Background: an optimization exercise with open tools, aiming at small area, a short achievable clock period and few clock cycles per item. Do not read the settings as production practice.
Function was checked by simulation only, so behaviour that the tests miss may differ from the original.
No driver is modelled on the clock port, so clocking that relies on it looks cheaper here than on a real chip.
Power figures rest on the tool's default switching activity, not on a simulated workload.

== P ==
Design main, start of the top module:
module main(
    input clk, rst, start,
    input [3:0] ip,
    output reg [59:0] ans,
    output reg finish
    );
Size in the first run: about 910 cells after synthesis, ~130 flip-flops, roughly 68 I/O pins, ~7100 um^2 of cells after synthesis.
clock: 25.0 ns
lec_check: 0
abc_area: 1
cap_margin: 20
core_margin: 2
core_utilization: 40
cts_buf_list: sky130_fd_sc_hd__clkbuf_8
cts_cluster_diameter: 100
cts_cluster_size: 30
slew_margin: 20
standard.sh (not shown) runs the stock make flow with config.mk's settings and CLKGATE_MAP_FILE= SYNTH_SCRIPT=/design/flow/synth_recipe.tcl, a recipe that flattens the netlist after the stock synthesis.
==> flow/flow/run.sh <==
#!/bin/bash
# Standard layout, with plain buffers on the ports.
set -euo pipefail
export BUFFER_PORTS_ARGS="-buffer_cell sky130_fd_sc_hd__buf_1"
export SETUP_SLACK_MARGIN=19.2
bash standard.sh > standard.log 2>&1
P: full flow OK, the timing, DRC and antenna checks passed
Testbench counts of P, summed over its fixed seeds: cycles 19,584, lines 192.
What Q does differently from P at the input level:
Settings: ABC_AREA no longer set, was 1.
--- a/flow/flow/run.sh
+++ b/flow/flow/run.sh
@@ -3,4 +3,3 @@
 set -euo pipefail
 export BUFFER_PORTS_ARGS="-buffer_cell sky130_fd_sc_hd__buf_1"
-export SETUP_SLACK_MARGIN=19.2
 bash standard.sh > standard.log 2>&1
Results
sky130_fd_sc_hd__dfxtp_1 as the leading cell type in the layout, fill and taps excluded was reported by Q, and sky130_fd_sc_hd__nand2_1 by P.
Between P and Q, vias per cell is higher for Q, P comes in under that.
No stage failed in Q, and the final checks on the layout all came back clean.
P closes out successfully: all stages finished, all timing, DRC and antenna checks passed.
Summary of Q over P: upper clock frequency limit decreased 14%, number of signal-net buffers in the layout decreased 69, routed wire length decreased 2.2 mm, detailed-route wire length on metal 1 decreased 11%, count of filler cells inserted in the layout decreased about 5.5%.
> inputs changed (Q -> R)
Settings: ABC_AREA: unset -> 1; CORE_UTILIZATION: 40 -> 60.
Results
- Per the comparison of R with Q, worst hold margin moved down, utilization moved up, largest net degree at the start of global routing moved down, area of the core region moved down, share of the clock period used by the worst path moved down.
- Of R and Q, it is R that has the higher count of clock-net buffers in the final layout.
- Q and R ended up with nearly the same clock skew.
- Diff Q and R: slew at the pin closest to its max-slew limit higher in R
- R ended with more area of the mapped netlist than Q.
- Share of cell area taken by flip-flops and latches on R is down relative to Q.
### R -> S
Settings: swapping 60 for 40 in CORE_UTILIZATION; swapping sky130_fd_sc_hd__clkbuf_8 for sky130_fd_sc_hd__clkbuf_16 in CTS_BUF_LIST.
--- outcome ---
Looking at the reports, S completed the entire flow and the layout it produced met the timing, DRC and antenna checks. | final cell utilization of the core | lower: S |. The buffer share of cell area number comes out lower for S vs R. R leaves less setup margin than S. S — cell area about 2.3% higher, R as reference. ~same sequential group power in R and S. Achievable clock frequency (S over R): increase, 2.0 MHz. Between R and S, the area added between synthesis and finish is lower for R. S gives less initial core utilization than R did. Diff R..S | initial antenna violation count | unchanged. R consumes less power than S. On die area, R beats S.


== red ==
main, a different RTL version from the one above (not shown whole).
Size: ~68 I/O pins, ~6700 um^2 of cells after synthesis.
## main
module main(
    input clk, rst, start,
    input [3:0] ip,
    output reg [59:0] ans,
    output reg finish
    );
    function automatic ge4(input [3:0] x, input [3:0] y);
        reg r;
        integer j;
        begin
            r = 1'b1;
            for (j = 0; j < 4; j = j + 1)
                r = (x[j] ^ y[j]) ? x[j] : r;
            ge4 = r;
        end
    endfunction
    function automatic gek(input [6:0] x, input [6:0] k);
        reg r;
        integer j;
        begin
            r = 1'b1;
            for (j = 0; j < 7; j = j + 1)
                r = k[j] ? (x[j] & r) : (x[j] | r);
            gek = r;
        end
    endfunction
    reg [3:0]  d;       
    localparam [6:0] B = 7'd26;
    reg [6:0]  cnt;     
    reg        busy;    
    reg [47:0] s;       
    reg [11:0] v;       
    wire [11:0] keep, frz;
    genvar i;
    generate
        for (i = 0; i < 12; i = i + 1) begin : pos
            assign frz[i]  = gek(cnt, B + 90 + i);
            assign keep[i] = frz[i] | (v[i] & ge4(s[4*i+:4], d));
        end
    endgenerate
    wire [11:0] vn = {keep[10:0], 1'b1};
    wire [11:0] wr = vn & ~keep;
    wire rot  = busy & gek(cnt, B + 86);
    wire addx = gek(cnt, B + 89);
    wire [11:0] sel;
    generate
        for (i = 0; i < 12; i = i + 1) begin : sl
  ...
Settings: LEC_CHECK=0, ABC_AREA=1, CAP_MARGIN=20, CORE_MARGIN=2, CORE_UTILIZATION=30, CTS_BUF_LIST=sky130_fd_sc_hd__clkbuf_8, CTS_CLUSTER_DIAMETER=100, CTS_CLUSTER_SIZE=30, SLEW_MARGIN=20; clock period 25.0 ns.
==> flow/flow/run.sh <==
#!/bin/bash
# The standard layout (standard.sh) with these changes:
# - plain buf_1 cells as the port buffers;
# - buffers that Yosys/ABC put in the netlist are removed at floorplan
#   (repair_design adds back what slew and load need);
# - clock tree made by flow/mcts.tcl instead of TritonCTS: the clock port
#   drives one clkbuf_16, which drives one buffer per group of nearby
#   flip-flops;
# - logic cells that synthesis sized up set back to their smallest size
#   (flow/downsize.tcl), and the flip-flops that drive the outputs one size
#   up (flow/upsize_out.tcl);
# - the timing repair after global routing aimed at its worst path, past
#   the 25 ns constraint (the constraint itself is unchanged).
# Each step's full log is in orfs/logs/; standard.sh's own output goes to
# standard_cts.log and standard.log here.
set -euo pipefail
export BUFFER_PORTS_ARGS="-buffer_cell sky130_fd_sc_hd__buf_1"
export REMOVE_ABC_BUFFERS=1
export MCTS_GROUPS=6
export MCTS_LEAF=sky130_fd_sc_hd__clkbuf_16
export PRE_CTS_TCL="$PWD/flow/mcts.tcl"
export PRE_RESIZE_TCL="$PWD/flow/pre_resize.tcl"
bash standard.sh cts > standard_cts.log 2>&1
export SETUP_SLACK_MARGIN=19.1
export TNS_END_PERCENT=0
bash standard.sh > standard.log 2>&1
==> flow/flow/downsize.tcl <==
# Hook run before the resize step: logic cells that synthesis sized up are
# set back to the smallest cell with the same function; the repair steps
# that follow size up again where slew, load or timing need it.
set n 0
set saved 0.0
foreach inst [get_cells *] {
  set ref [get_property $inst ref_name]
  if {![regexp {^(sky130_fd_sc_hd__(\w+?))_(\d+)$} $ref -> stem base drv]} { continue }
  if {[regexp {^(df|edf|sdf|dl|clk|buf|tap|fill|decap|conb|dly)} $base]} { continue }
  set best $ref
  set barea [get_property [get_lib_cells */$ref] area]
  foreach lc [get_lib_cells */${stem}_*] {
    set nm [get_name $lc]
    if {![regexp "^${stem}_\\d+\$" $nm]} { continue }
    set a [get_property $lc area]
    if {$a < $barea} { set best $nm; set barea $a }
  }
  if {$best ne $ref} {
    set saved [expr {$saved + [get_property [get_lib_cells */$ref] area] - $barea}]
    replace_cell $inst $best
    incr n
  }
}
puts "downsize: $n cells, [format %.1f $saved] um2"
==> flow/flow/pre_resize.tcl <==
source [file dirname [info script]]/downsize.tcl
source [file dirname [info script]]/upsize_out.tcl
Other scripts of this flow, unchanged in this note and not shown: flow/flow/mcts.tcl, flow/flow/upsize_out.tcl
Testbench counts of red, summed over its fixed seeds: cycles 19,584, lines 192.
Input changes introduced in blue (baseline for comparison: red):
diff --git a/flow/flow/downsize.tcl b/flow/flow/downsize.tcl
--- a/flow/flow/downsize.tcl
+++ b/flow/flow/downsize.tcl
@@ -14,0 +15 @@
+    if {[get_property $lc is_dont_use]} { continue }
diff --git a/flow/config.mk b/flow/config.mk
--- a/flow/config.mk
+++ b/flow/config.mk
@@ -11 +11 @@
-export CORE_UTILIZATION = 30
+export CORE_UTILIZATION = 40
Findings:
- The final layout from red, which completed every stage, passed the timing, DRC and antenna checks at the end of the flow.
- blue: aborted in placement repair (3_4_place_resized) (tool error)
- Going from red to blue, count of buffers inserted at the top-level ports now sits at about the same level; number of cells produced by synthesis now sits at about the same level; fraction of registers with async set/reset now sits at about the same level.
- Between blue and red, the floorplan die height is lower for blue.
- Per the comparison of blue with red, chip width has decreased; initial cell density of the core now larger; post-synthesis compound-gate area fraction neither gained nor lost much; mapped cell area neither gained nor lost much.
- Of blue and red, the lower global placer's final weighted congestion belongs to red.
- Sort blue and red by number of rows created at floorplan desc -> top: red
diff inputs: blue => green
diff --git a/flow/flow/downsize.tcl b/flow/flow/downsize.tcl
--- a/flow/flow/downsize.tcl
+++ b/flow/flow/downsize.tcl
@@ -15 +14,0 @@
-    if {[get_property $lc is_dont_use]} { continue }
Findings:
In summary, green completed successfully, with a layout that passed the timing, DRC and antenna checks. Global placer's final weighted congestion came out exactly the same in green and blue. Any difference in average size of a mapped cell between blue and green is small enough to ignore. Going from blue to green, vertical die dimension stayed essentially flat, port buffer count barely changed, count of state elements after synthesis held, area share of and/or/nand/nor cells after synthesis did not really move. Re fraction of the yosys area taken by sequential cells: no difference whatsoever between green and blue.
Input-level comparison between orange and green:
diff --git a/flow/flow/run.sh b/flow/flow/run.sh
--- a/flow/flow/run.sh
+++ b/flow/flow/run.sh
@@ -9,3 +9 @@
-# - logic cells that synthesis sized up set back to their smallest size
-#   (flow/downsize.tcl), and the flip-flops that drive the outputs one size
-#   up (flow/upsize_out.tcl);
+# - the flip-flops that drive the outputs one size up (flow/upsize_out.tcl);
@@ -22 +20 @@
-export PRE_RESIZE_TCL="$PWD/flow/pre_resize.tcl"
+export PRE_RESIZE_TCL="$PWD/flow/upsize_out.tcl"
removed: flow/flow/downsize.tcl
removed: flow/flow/pre_resize.tcl
==> notes.md <==
The register cell area after layout was comparable across orange and green.
Combinational power on orange is up relative to green.
The maximum resistive drop on vdd number comes out lower for orange vs green.
Per the comparison of orange with green, clock period minus final worst setup slack up 0.0034 ns, via count now larger.
Going from green to orange, the number of non-clock inverters in the layout was found to have gone up by 1.6%.
The higher power per unit of standard cell area of orange and green is in green.
Re setup slack of the critical path after layout: orange is 0.0034 ns down on green.
Compared to green, orange has area of placed instances about 2.3% higher.
Compared orange vs green, and wire length after detailed routing is up in orange.


The RTL this note starts from:
==> flow/design.v <==
module main(
    input clk, rst, start,
    input [3:0] ip,
    output reg [59:0] ans,
    output reg finish
    );
    function automatic ge4(input [3:0] x, input [3:0] y);
        reg r;
        integer j;
        begin
            r = 1'b1;
            for (j = 0; j < 4; j = j + 1)
                r = (x[j] ^ y[j]) ? x[j] : r;
            ge4 = r;
        end
    endfunction
    function automatic gek(input [6:0] x, input [6:0] k);
        reg r;
        integer j;
        begin
            r = 1'b1;
            for (j = 0; j < 7; j = j + 1)
                r = k[j] ? (x[j] & r) : (x[j] | r);
            gek = r;
        end
    endfunction
    reg [3:0]  d;       
    localparam [6:0] B = 7'd26;
    reg [6:0]  cnt;     
    reg        busy;    
    reg [47:0] s;       
    reg [11:0] v;       
    wire [11:0] keep, frz;
    genvar i;
    generate
        for (i = 0; i < 12; i = i + 1) begin : pos
            assign frz[i]  = gek(cnt, B + 90 + i);
            assign keep[i] = frz[i] | (v[i] & ge4(s[4*i+:4], d));
        end
    endgenerate
    wire [11:0] vn = {keep[10:0], 1'b1};
    wire [11:0] wr = vn & ~keep;
    wire rot  = busy & gek(cnt, B + 86);
    wire addx = gek(cnt, B + 89);
    wire [11:0] sel;
    generate
        for (i = 0; i < 12; i = i + 1) begin : sl
            assign sel[i] = cnt == B + 89 + i;
        end
    endgenerate
    reg  [3:0] ss;
    reg        sv;
    integer k;
    always @(*) begin
        ss = 4'd0;
        sv = 1'b0;
        for (k = 0; k < 12; k = k + 1) begin
            ss = ss | (s[4*k+:4] & {4{sel[k]}});
            sv = sv | (v[k] & sel[k]);
        end
    end
    wire [3:0] x = (sv & ge4(ss, d)) ? ss : (d & {4{addx}});
    wire [3:0] a = ans[59:56];
    wire [4:0] sd;
    wire [4:0] c;
    assign c[0] = 1'b0;
    genvar j;
    generate
        for (j = 0; j < 4; j = j + 1) begin : rc
            assign sd[j] = a[j] ^ x[j] ^ c[j];
            assign c[j+1] = (a[j] & x[j]) | (c[j] & (a[j] ^ x[j]));
        end
    endgenerate
    assign sd[4] = c[4];
    wire [3:0] h = sd[4:1];
    wire cout = h[3] | (h[2] & (h[1] | h[0]));
    wire [3:0] lo = {h[3] ? (h[0] ? 3'b100 : 3'b011) :
                     cout ? {1'b0, h[1] & h[0], h[1] & ~h[0]} : h[2:0], sd[0]};
    wire [13:0] en;
    assign en[0] = 1'b1;
    generate
        for (i = 0; i < 13; i = i + 1) begin : ch
            assign en[i+1] = en[i] & ans[4*i+3] & ans[4*i];
        end
    endgenerate
    wire [13:0] inc = {14{cout}} & en & {frz[10:0], 3'b111};
    wire [59:0] turned;
    assign turned[3:0] = lo;
    generate
        for (i = 1; i < 15; i = i + 1) begin : tn
            wire [3:0] q = ans[4*(i-1)+:4];
            wire t = inc[i-1];
            wire t0 = t & q[0];
            assign turned[4*i]   = q[0] ^ t;
            assign turned[4*i+1] = q[1] ^ (t0 & ~q[3]);
            assign turned[4*i+2] = q[2] ^ (t0 & q[1]);
            assign turned[4*i+3] = q[3] ^ (t0 & (q[3] | (q[2] & q[1])));
        end
    endgenerate
    always @(posedge clk) begin
        d <= ip;
        if (rst) ans <= 60'd0;
        else if (rot) ans <= turned;
        finish <= rst | (finish ? !start : (cnt == B + 7'd100));
        busy <= !rst & (busy ? (cnt != B + 7'd100) : (finish & start));
        cnt <= busy ? cnt + 7'd1 : B;
        v <= (cnt == B) ? 12'd0 : vn;
        for (k = 0; k < 12; k = k + 1)
            if (wr[k]) s[4*k+:4] <= d;
    end
endmodule
export LEC_CHECK = 0
export ABC_AREA = 1
export CAP_MARGIN = 20
export CORE_MARGIN = 2
export CORE_UTILIZATION = 75
export CTS_BUF_LIST = sky130_fd_sc_hd__clkbuf_8
export CTS_CLUSTER_DIAMETER = 100
export CTS_CLUSTER_SIZE = 30
export SLEW_MARGIN = 20
create_clock -name core_clock -period 25.0 [get_ports {clk}]
==> flow/flow/run.sh <==
#!/bin/bash
# The standard layout (standard.sh) with these changes:
# - plain buf_1 cells as the port buffers;
# - buffers that Yosys/ABC put in the netlist are removed at floorplan
#   (repair_design adds back what slew and load need);
# - clock tree made by flow/mcts.tcl instead of TritonCTS: the clock port
#   drives one clkbuf_16, which drives one buffer per group of nearby
#   flip-flops;
# - logic cells that synthesis sized up set back to their smallest size
#   (flow/downsize.tcl), and the flip-flops that drive the outputs one size
#   up (flow/upsize_out.tcl);
# - the timing repair after global routing aimed at its worst path, past
#   the 25 ns constraint (the constraint itself is unchanged).
# Each step's full log is in orfs/logs/; standard.sh's own output goes to
# standard_cts.log and standard.log here.
set -euo pipefail
export BUFFER_PORTS_ARGS="-buffer_cell sky130_fd_sc_hd__buf_1"
export REMOVE_ABC_BUFFERS=1
export MCTS_GROUPS=6
export MCTS_LEAF=sky130_fd_sc_hd__clkbuf_16
export PRE_CTS_TCL="$PWD/flow/mcts.tcl"
export PRE_RESIZE_TCL="$PWD/flow/pre_resize.tcl"
bash standard.sh cts > standard_cts.log 2>&1
export SETUP_SLACK_MARGIN=19.1
export TNS_END_PERCENT=0
bash standard.sh > standard.log 2>&1
==> flow/flow/downsize.tcl <==
# Hook run before the resize step: logic cells that synthesis sized up are
# set back to the smallest cell with the same function; the repair steps
# that follow size up again where slew, load or timing need it.
set n 0
set saved 0.0
foreach inst [get_cells *] {
  set ref [get_property $inst ref_name]
  if {![regexp {^(sky130_fd_sc_hd__(\w+?))_(\d+)$} $ref -> stem base drv]} { continue }
  if {[regexp {^(df|edf|sdf|dl|clk|buf|tap|fill|decap|conb|dly)} $base]} { continue }
  set best $ref
  set barea [get_property [get_lib_cells */$ref] area]
  foreach lc [get_lib_cells */${stem}_*] {
    set nm [get_name $lc]
    if {![regexp "^${stem}_\\d+\$" $nm]} { continue }
    set a [get_property $lc area]
    if {$a < $barea} { set best $nm; set barea $a }
  }
  if {$best ne $ref} {
    set saved [expr {$saved + [get_property [get_lib_cells */$ref] area] - $barea}]
    replace_cell $inst $best
    incr n
  }
}
puts "downsize: $n cells, [format %.1f $saved] um2"
==> flow/flow/mcts.tcl <==
# Hand-made clock tree: the clock port drives one clkbuf_16, which drives
# one buffer per group of nearby flip-flops (groups from k-means on the
# flip-flops' placed locations).
proc mcts_build { ngroups leafbuf } {
  set block [ord::get_db_block]
  set clknet [$block findNet clk]
  set sinks {}
  foreach it [$clknet getITerms] {
    if {[[$it getMTerm] getName] == "CLK"} { lappend sinks $it }
  }
  set pts {}
  foreach it $sinks {
    set inst [$it getInst]
    set b [$inst getBBox]
    lappend pts [list [expr {([$b xMin] + [$b xMax]) / 2}] [expr {([$b yMin] + [$b yMax]) / 2}]]
  }
  set n [llength $pts]
  # k-means, seeded with points spread along the sorted order
  set order [lsort -integer -index 0 [lmap p $pts {lindex $p 0}]]
  set cent {}
  set sorted [lsort -real -index 0 $pts]
  for {set g 0} {$g < $ngroups} {incr g} {
    lappend cent [lindex $sorted [expr {int(($g + 0.5) * $n / $ngroups)}]]
  }
  for {set iter 0} {$iter < 30} {incr iter} {
    set asg {}
    foreach p $pts {
      set best 0; set bd 1e30
      for {set g 0} {$g < $ngroups} {incr g} {
        set c [lindex $cent $g]
        set dd [expr {abs([lindex $p 0] - [lindex $c 0]) + abs([lindex $p 1] - [lindex $c 1])}]
        if {$dd < $bd} { set bd $dd; set best $g }
      }
      lappend asg $best
    }
    set newc {}
    for {set g 0} {$g < $ngroups} {incr g} {
      set sx 0; set sy 0; set k 0
      foreach p $pts a $asg { if {$a == $g} { incr sx [lindex $p 0]; incr sy [lindex $p 1]; incr k } }
      if {$k == 0} { lappend newc [lindex $cent $g] } else { lappend newc [list [expr {$sx / $k}] [expr {$sy / $k}]] }
    }
    set cent $newc
  }
  set master16 [[ord::get_db] findMaster sky130_fd_sc_hd__clkbuf_16]
  set master8 [[ord::get_db] findMaster $leafbuf]
  set rootnet [odb::dbNet_create $block clknet_root]
  $rootnet setSigType CLOCK
  set root [odb::dbInst_create $block $master16 clkbuf_root]
  set rx 0; set ry 0
  foreach c $cent { incr rx [lindex $c 0]; incr ry [lindex $c 1] }
  $root setLocation [expr {$rx / $ngroups}] [expr {$ry / $ngroups}]
  $root setPlacementStatus PLACED
  [$root findITerm A] connect $clknet
  [$root findITerm X] connect $rootnet
  for {set g 0} {$g < $ngroups} {incr g} {
    set net [odb::dbNet_create $block clknet_leaf_$g]
    $net setSigType CLOCK
    set buf [odb::dbInst_create $block $master8 clkbuf_leaf_$g]
    set c [lindex $cent $g]
    $buf setLocation [lindex $c 0] [lindex $c 1]
    $buf setPlacementStatus PLACED
    [$buf findITerm A] connect $rootnet
    [$buf findITerm X] connect $net
    foreach it $sinks a $asg {
      if {$a == $g} { $it disconnect; $it connect $net }
    }
  }
  puts "mcts: $n sinks in $ngroups groups"
}

# Run as the PRE_CTS hook: build the tree, then have TritonCTS leave its
# nets alone (the clock port's net now has a single sink and is skipped).
mcts_build $::env(MCTS_GROUPS) $::env(MCTS_LEAF)
set mcts_nets {clknet_root}
for {set g 0} {$g < $::env(MCTS_GROUPS)} {incr g} { lappend mcts_nets clknet_leaf_$g }
set_cts_config -skip_nets $mcts_nets
==> flow/flow/pre_resize.tcl <==
source [file dirname [info script]]/downsize.tcl
source [file dirname [info script]]/upsize_out.tcl
Other scripts of this flow, unchanged in this note and not shown: flow/flow/upsize_out.tcl
The first run passed the timing, DRC and antenna checks.
Testbench counts at the start, summed over its fixed seeds: cycles 19,584, lines 192.
Rerun with:
--- a/flow/flow/run.sh
+++ b/flow/flow/run.sh
@@ -9,3 +9 @@
-# - logic cells that synthesis sized up set back to their smallest size
-#   (flow/downsize.tcl), and the flip-flops that drive the outputs one size
-#   up (flow/upsize_out.tcl);
+# - the flip-flops that drive the outputs one size up (flow/upsize_out.tcl);
@@ -19,2 +17,2 @@
-export MCTS_GROUPS=6
-export MCTS_LEAF=sky130_fd_sc_hd__clkbuf_16
+export MCTS_GROUPS=${MCTS_GROUPS:-5}
+export MCTS_LEAF=${MCTS_LEAF:-sky130_fd_sc_hd__clkbuf_16}
@@ -22 +20 @@
-export PRE_RESIZE_TCL="$PWD/flow/pre_resize.tcl"
+export PRE_RESIZE_TCL="$PWD/flow/upsize_out.tcl"
CORE_UTILIZATION = 40   (was 75)
removed: flow/flow/downsize.tcl
removed: flow/flow/pre_resize.tcl
Global-route usage is lower by 16 points.
Via count went down by 8.3%.
Final cell count went up by 12%.
Wire length went down by 1.9%.
Cell area came out higher by about 3.7%.
Maximum frequency hardly moves.
Sequential cell count does not change.
Area after synthesis stays the same.
Sequential power barely changes.

## what the ideal ports hide
In the flow no input, the clock included, has a driving cell. The finished layouts below were timed again as built, in two steps.
Step 1 assumes that a clkbuf_16 drives the clock port and a buf_2 every other input.
Step 2, shift: input delay + t, output delay - t, t = (earliest + latest rising clock arrival at the registers) / 2. This alone moves slack from input paths to output paths.
Three values: ideal, step 1, step 2; two values: the first two.
run | t (ns) | setup slack, ns | hold WS [ns] | worst setup path after step 2
P | 0.492 | 19.056 / 19.017 / 18.788 | 0.486 / 0.486 / 0.486 | input to register
Q | 0.480 | 18.051 / 18.051 / 18.051 | 0.513 / 0.513 / 0.513 | register to register
R | 0.492 | 18.837 / 18.800 / 18.604 | 0.474 / 0.474 / 0.474 | input to register
S | 0.473 | 18.914 / 18.867 / 18.709 | 0.482 / 0.482 / 0.482 | input to register
red | 0.397 | 19.089 / 19.049 / 18.839 | 0.481 / 0.481 / 0.481 | input to register
green | 0.403 | 19.096 / 19.050 / 18.890 | 0.495 / 0.495 / 0.495 | input to register
orange | 0.395 | 19.092 / 19.048 / 18.882 | 0.499 / 0.499 / 0.499 | input to register
the first run of note 3 | 0.391 | 19.073 / 19.032 / 18.737 | 0.483 / 0.483 / 0.483 | input to register
the second run of note 3 | 0.400 | 19.071 / 19.025 / 18.884 | 0.484 / 0.484 / 0.484 | input to register
After both steps setup and hold are still met in every run listed. For the first run of note 3, which loses most, drivers alone change the setup slack by -0.041 ns; drivers and shift together by -0.336 ns.
